Source: an optimization exercise on an open RTL-to-GDS flow (aim: small area). Production flows keep margins and buffers that such runs may drop. No activity file was given, so power comes from the tool's default toggle rates.

== the previous run ==
## draw_regctrl
module draw_regctrl
(
  input       	CLK,
  input       	RST_X,
  input       	INIT,
  input [11:0]	ERROR,
  input       	CIF_DRWSEL,
  input [3:0]	CIF_REGWRITE,
  input       	CIF_REGREAD,
  input [3:0]	CIF_REGADR,
  input [31:0]	CIF_REGWDATA,
  input       	BUSY_PIXEL,
  input       	BUSY_ADD,
  input       	BUSY_INTERR,
  input       	WORKINGDRW,
  output [31:0]	DRW_REGRDATA,
  output       	REG_EODL,
  output [22:0]	REG_SETFRAME_VRAMADR,
  output [9:0]	REG_SETFRAME_WIDTH,
  output [9:0]	REG_SETFRAME_HEIGHT,
  output [9:0]	REG_SETDRAWAREA_POSX,
  output [9:0]	REG_SETDRAWAREA_POSY,
  output [9:0]	REG_SETDRAWAREA_SIZX,
  output [9:0]	REG_SETDRAWAREA_SIZY,
  output       	REG_SETTEXTURE_FMT,
  output [22:0]	REG_SETTEXTURE_VRAMADR,
  output [9:0]	REG_SETTEXTURE_WIDTH,
  output [9:0]	REG_SETTEXTURE_HEIGHT,
  output [31:0]	REG_SETFCOLOR,
  output       	REG_SETSTMODE,
  output [3:0]	REG_SETSCOLOR_MASK,
  output [31:0]	REG_SETSCOLOR_L,
  output [31:0]	REG_SETSCOLOR_H,
  output       	REG_SETBLENDOFF,
  output [2:0]	REG_SETBLENDALPHA_A,
  output [2:0]	REG_SETBLENDALPHA_B,
  output [2:0]	REG_SETBLENDALPHA_C,
  output [2:0]	REG_SETBLENDALPHA_D,
  output [2:0]	REG_SETBLENDALPHA_E,
  output [7:0]	REG_SETBLENDALPHA_SRCCA,
  output [31:0]	REG_SETBLENDALPHA_COEF0,
  output [31:0]	REG_SETBLENDALPHA_COEF1,
  output [10:0]	REG_PATBLT_DPOSX,
  output [10:0]	REG_PATBLT_DPOSY,
  output [9:0]	REG_PATBLT_DSIZX,
  output [9:0]	REG_PATBLT_DSIZY,
  output [10:0]	REG_BITBLT_DPOSX,
  output [10:0]	REG_BITBLT_DPOSY,
  output [9:0]	REG_BITBLT_DSIZX,
  output [9:0]	REG_BITBLT_DSIZY,
  output [9:0]	REG_BITBLT_SPOSX,
  output [9:0]	REG_BITBLT_SPOSY,
  output       	READYPAT_ADD,
  output       	READYBIT_ADD,
  output       	STARTBLT_ADD,
  output       	READYPAT_PIXEL,
  output       	READYBIT_PIXEL,
  output       	STARTBLT_PIXEL,
  output [3:0]	ERROR_REGCTRL,
  output       	INIT_REGCTRL,
  output [9:0]	REQ_ON_COUNT,
  output [9:0]	REQ_OFF_COUNT
);
Size in the first run: roughly 3,600 cells after synthesis, about 1,100 flip-flops, roughly 42,000 µm² of cells after synthesis.
==> flow/config.mk <==
export PLATFORM = sky130hd
export DESIGN_NAME = draw_regctrl
export DESIGN_NICKNAME = draw_regctrl
export VERILOG_FILES = /design/flow/design.v
export SDC_FILE = /design/flow/constraint.sdc
export NUM_CORES = 4
export LEC_CHECK = 0
export ABC_AREA = 1
export CAP_MARGIN = 20
export CORE_MARGIN = 2
export CORE_UTILIZATION = 40
export SLEW_MARGIN = 20
==> flow/constraint.sdc <==
create_clock -name core_clock -period 3.3 [get_ports {CLK}]
set_input_delay 0.6600 -clock core_clock [delete_from_list [all_inputs] [get_ports {CLK}]]
set_output_delay 0.6600 -clock core_clock [all_outputs]
set_load 0.01 [all_outputs]
standard.sh (not shown) runs the stock make flow with config.mk's settings and CLKGATE_MAP_FILE= SYNTH_SCRIPT=/design/flow/synth_recipe.tcl, a recipe that flattens the netlist after the stock synthesis.
==> flow/flow/run.sh <==
#!/bin/bash
# Standard ORFS layout with two changes: port buffers use the smallest
# buffer cell, and the clock tree uses smaller buffers and clusters.
set -euo pipefail
export BUFFER_PORTS_ARGS="-buffer_cell sky130_fd_sc_hd__buf_1"
export CTS_ARGS="-sink_clustering_enable -repair_clock_nets -buf_list sky130_fd_sc_hd__clkbuf_4 -sink_clustering_size 10 -sink_clustering_max_diameter 40 -dont_use_dummy_load"
bash standard.sh > standard.log 2>&1
In summary, the previous run completed successfully, with a layout that passed the timing, design-rule and antenna checks.
--- input diff the previous run..the current run ---
-- flow/flow/run.sh --
<<< the previous run, line 6
export CTS_ARGS="-sink_clustering_enable -repair_clock_nets -buf_list sky130_fd_sc_hd__clkbuf_4 -sink_clustering_size 10 -sink_clustering_max_diameter 40 -dont_use_dummy_load"
>>> the current run, line 6
export CTS_ARGS="-sink_clustering_enable -repair_clock_nets -buf_list sky130_fd_sc_hd__clkbuf_16 -sink_clustering_size 30 -sink_clustering_max_diameter 80 -dont_use_dummy_load"
Notes after the runs:
The launch point of the critical path comes out rWrSave[0]$_DFF_PN0_ in one run and rWrSave[2]$_DFF_PN0_ in the other, namely in the previous run and the current run respectively.
The current run vs the previous run: maximum net fanout on the critical path down by a few percent
Overall power after layout for the current run: 0.00037 W up relative to the previous run
Taking the previous run as the reference, in the current run netlist area before placement ~0 delta; aggregate routed wire length fell 1.6 mm; relative area of clock buffers and inverters in the final design moved up; number of non-clock buffers in the layout shows a reduction of 52.
Re cell area: the current run and the previous run aren't equal, and the higher value belongs to the previous run.
Actual slew at the worst max-slew pin (higher): the current run
No functional check of the RTL was part of any run of this note.

==> port drivers added, routing unchanged <==
The results above use ideal ports. As a check the final layouts listed here were re-extracted and re-timed, cells and wires unchanged.
Step 1 sets driving cells, clkbuf_16 on the clock port and buf_2 on the other inputs (assumed; they add their load-dependent delay and slew).
Step 2, shift: input delay + t, output delay - t, t = (earliest + latest rising clock arrival at the registers) / 2. This alone moves slack from input paths to output paths.
a / b / c = no drivers / after step 1 / after step 2; a / b = the first two.
| run | t, ns | slack for setup (ns) | worst hold slack (ns) | worst setup path at the end | latest minus earliest clock arrival (ns) |
|---|---|---|---|---|---|
| the previous run | 1.073 | 0.579 / 0.579 / 0.264 | 0.145 / 0.102 / 0.442 | input to register | 0.137 / 0.137 |
| the current run | 0.698 | 0.612 / 0.612 / 0.244 | 0.150 / 0.107 / 0.444 | input to register | 0.096 / 0.096 |
After both steps setup and hold are still met in every run listed. For the current run, which loses most, drivers alone change the setup slack by 0.000 ns; drivers and shift together by -0.368 ns.
